From an optimization exercise on the open Yosys and OpenROAD flow, aimed at small area and a short achievable clock period; shortcuts taken in it are not production practice.
No activity file was given, so power comes from the tool's default toggle rates.

== job 3286 ==
## sync_fifo
module sync_fifo #(
	parameter FIFO_DEPTH = 16	        ,
	parameter DATA_WIDTH = 32               ,
	parameter AW         = $clog2(FIFO_DEPTH) 
)
(
	input                   	i_clk            ,  
	input                   	i_rst_n          ,  
	input                   	i_valid_s        ,  
	input  [AW-1:0] 			i_almostfull_lvl ,  
	input  [DATA_WIDTH-1:0] 	i_datain         ,  
	input                   	i_ready_m        ,  
	input  [AW-1:0]				i_almostempty_lvl,  
	output                  	o_ready_s        ,  
	output                  	o_almostfull     ,  
	output                  	o_full           ,  
	output                  	o_valid_m        ,  
	output                  	o_almostempty    ,  
	output                  	o_empty          ,  
	output  [DATA_WIDTH-1:0] 	o_dataout           
);
Size in the first run: roughly 1200 cells after synthesis, about 540 flip-flops, about 82 I/O pins, roughly 21000 sq um of cells after synthesis.
==> module sync_fifo, before the edit <==
module sync_fifo #(
	parameter FIFO_DEPTH = 16	        ,
	parameter DATA_WIDTH = 32               ,
	parameter AW         = $clog2(FIFO_DEPTH) 
)
(
	input                   	i_clk            ,  
	input                   	i_rst_n          ,  
	input                   	i_valid_s        ,  
	input  [AW-1:0] 			i_almostfull_lvl ,  
	input  [DATA_WIDTH-1:0] 	i_datain         ,  
	input                   	i_ready_m        ,  
	input  [AW-1:0]				i_almostempty_lvl,  
	output                  	o_ready_s        ,  
	output                  	o_almostfull     ,  
	output                  	o_full           ,  
	output                  	o_valid_m        ,  
	output                  	o_almostempty    ,  
	output                  	o_empty          ,  
	output  [DATA_WIDTH-1:0] 	o_dataout           
);
	logic [FIFO_DEPTH:1] ge;
	wire full   = ge[FIFO_DEPTH];
	wire nempty = ge[1];
	wire push   = i_valid_s & ~full;
	wire pop    = i_ready_m & nempty;
	always_ff @(posedge i_clk or negedge i_rst_n) begin
		if (~i_rst_n) begin
			ge <= '0;
		end else if (push & ~pop) begin
			ge <= {ge[FIFO_DEPTH-1:1], 1'b1};
		end else if (pop & ~push) begin
			ge <= {1'b0, ge[FIFO_DEPTH:2]};
		end
	end
	assign o_full    = full;
	assign o_ready_s = ~full;
	assign o_valid_m = nempty;
	assign o_empty   = ~nempty;
	wire [FIFO_DEPTH-1:0] ge0 = {ge[FIFO_DEPTH-1:1], 1'b1};  
	wire [FIFO_DEPTH-1:0] le  = ~ge[FIFO_DEPTH:1];           
	assign o_almostfull  = ge0[i_almostfull_lvl];
	assign o_almostempty = le[i_almostempty_lvl];
	function automatic [3:0] lfsr_next(input [3:0] p);
		lfsr_next = {p[2:0], p[3] ^ p[2]};
	endfunction
	logic [3:0] wp, rp;
	logic [DATA_WIDTH-1:0] mem [1:FIFO_DEPTH-1];
	logic [DATA_WIDTH-1:0] head;
	wire ram_we  = push & nempty & (ge[2] | ~pop);
	wire ram_re  = pop & ge[2];
	wire h_load  = pop | ~nempty;
	always_ff @(posedge i_clk or negedge i_rst_n) begin
		if (~i_rst_n) begin
			wp <= 4'd1;
			rp <= 4'd1;
		end else begin
			if (ram_we) wp <= lfsr_next(wp);
			if (ram_re) rp <= lfsr_next(rp);
		end
	end
	always_ff @(posedge i_clk) begin
		for (int i = 1; i < FIFO_DEPTH; i++) begin
			if (ram_we && wp == i) mem[i] <= i_datain;
		end
	end
	always_ff @(posedge i_clk) begin
		if (h_load) head <= ge[2] ? mem[rp] : i_datain;
	end
	assign o_dataout = head;
endmodule
clock: 4.0 ns
lec_check: 0
cap_margin: 20
core_margin: 2
core_utilization: 40
setup_slack_margin: 1.2
slew_margin: 20
run.sh (not shown) runs the stock make flow with config.mk's settings and CLKGATE_MAP_FILE= SYNTH_SCRIPT=/design/flow/synth_recipe.tcl, a recipe that flattens the netlist after the stock synthesis.
What job 7383 does differently from job 3286 at the input level:
--- a/flow/design.v
+++ b/flow/design.v
@@ -64,8 +64,16 @@
 			if (ram_we && wp == i) mem[i] <= i_datain;
 		end
 	end
+	logic [DATA_WIDTH-1:0] head_nx;
+	always_comb begin
+		head_nx = ({DATA_WIDTH{~h_load}} & head) |
+		          ({DATA_WIDTH{h_load & ~ge[2]}} & i_datain);
+		for (int i = 1; i < FIFO_DEPTH; i++) begin
+			head_nx = head_nx | ({DATA_WIDTH{h_load & ge[2] & (rp == i)}} & mem[i]);
+		end
+	end
 	always_ff @(posedge i_clk) begin
-		if (h_load) head <= ge[2] ? mem[rp] : i_datain;
+		head <= head_nx;
 	end
 	assign o_dataout = head;
 endmodule
Job 7383 — wire length 1500 um lower, job 3286 as reference. Job 7383 vs job 3286: vertical die dimension down in job 7383. Number of standard cells after synthesis sits higher in job 7383 than in job 3286. Diff job 3286 -> job 7383: area fraction in compound gates after synthesis shrank by 5.9 points; combinational fraction of design power grew by 2.3 points; clock power share shrank by 0.3 points.
No functional check of the RTL was part of any run of this note.

==> port drivers added, routing unchanged <==
No port has a modelled driver above. Below, the same layouts with a new extraction and two added sets of constraints. Step 1 assumes that a clkbuf_16 drives the clock port and a buf_2 every other input. Step 2 moves the port delays by t, midway between the first and last clock arrival at a register: inputs arrive t later, outputs are due t later. That takes back most of the time a late clock gives input paths. Three values: ideal, step 1, step 2; two values: the first two.
run	t, ns	setup WS [ns]	hold slack, ns	worst setup path at the end	worst data-port slew with drivers (ns)
job 3286	0.634	1.077 / 1.015 / 0.882	0.228 / 0.188 / 0.554	input to register	0.06
job 7383	0.659	1.020 / 0.965 / 0.664	0.452 / 0.452 / 0.452	input to register	0.10
After both steps setup and hold are still met in every run listed. The setup slack of job 7383, which loses most, moves by -0.055 ns with the drivers and by -0.356 ns with both steps.
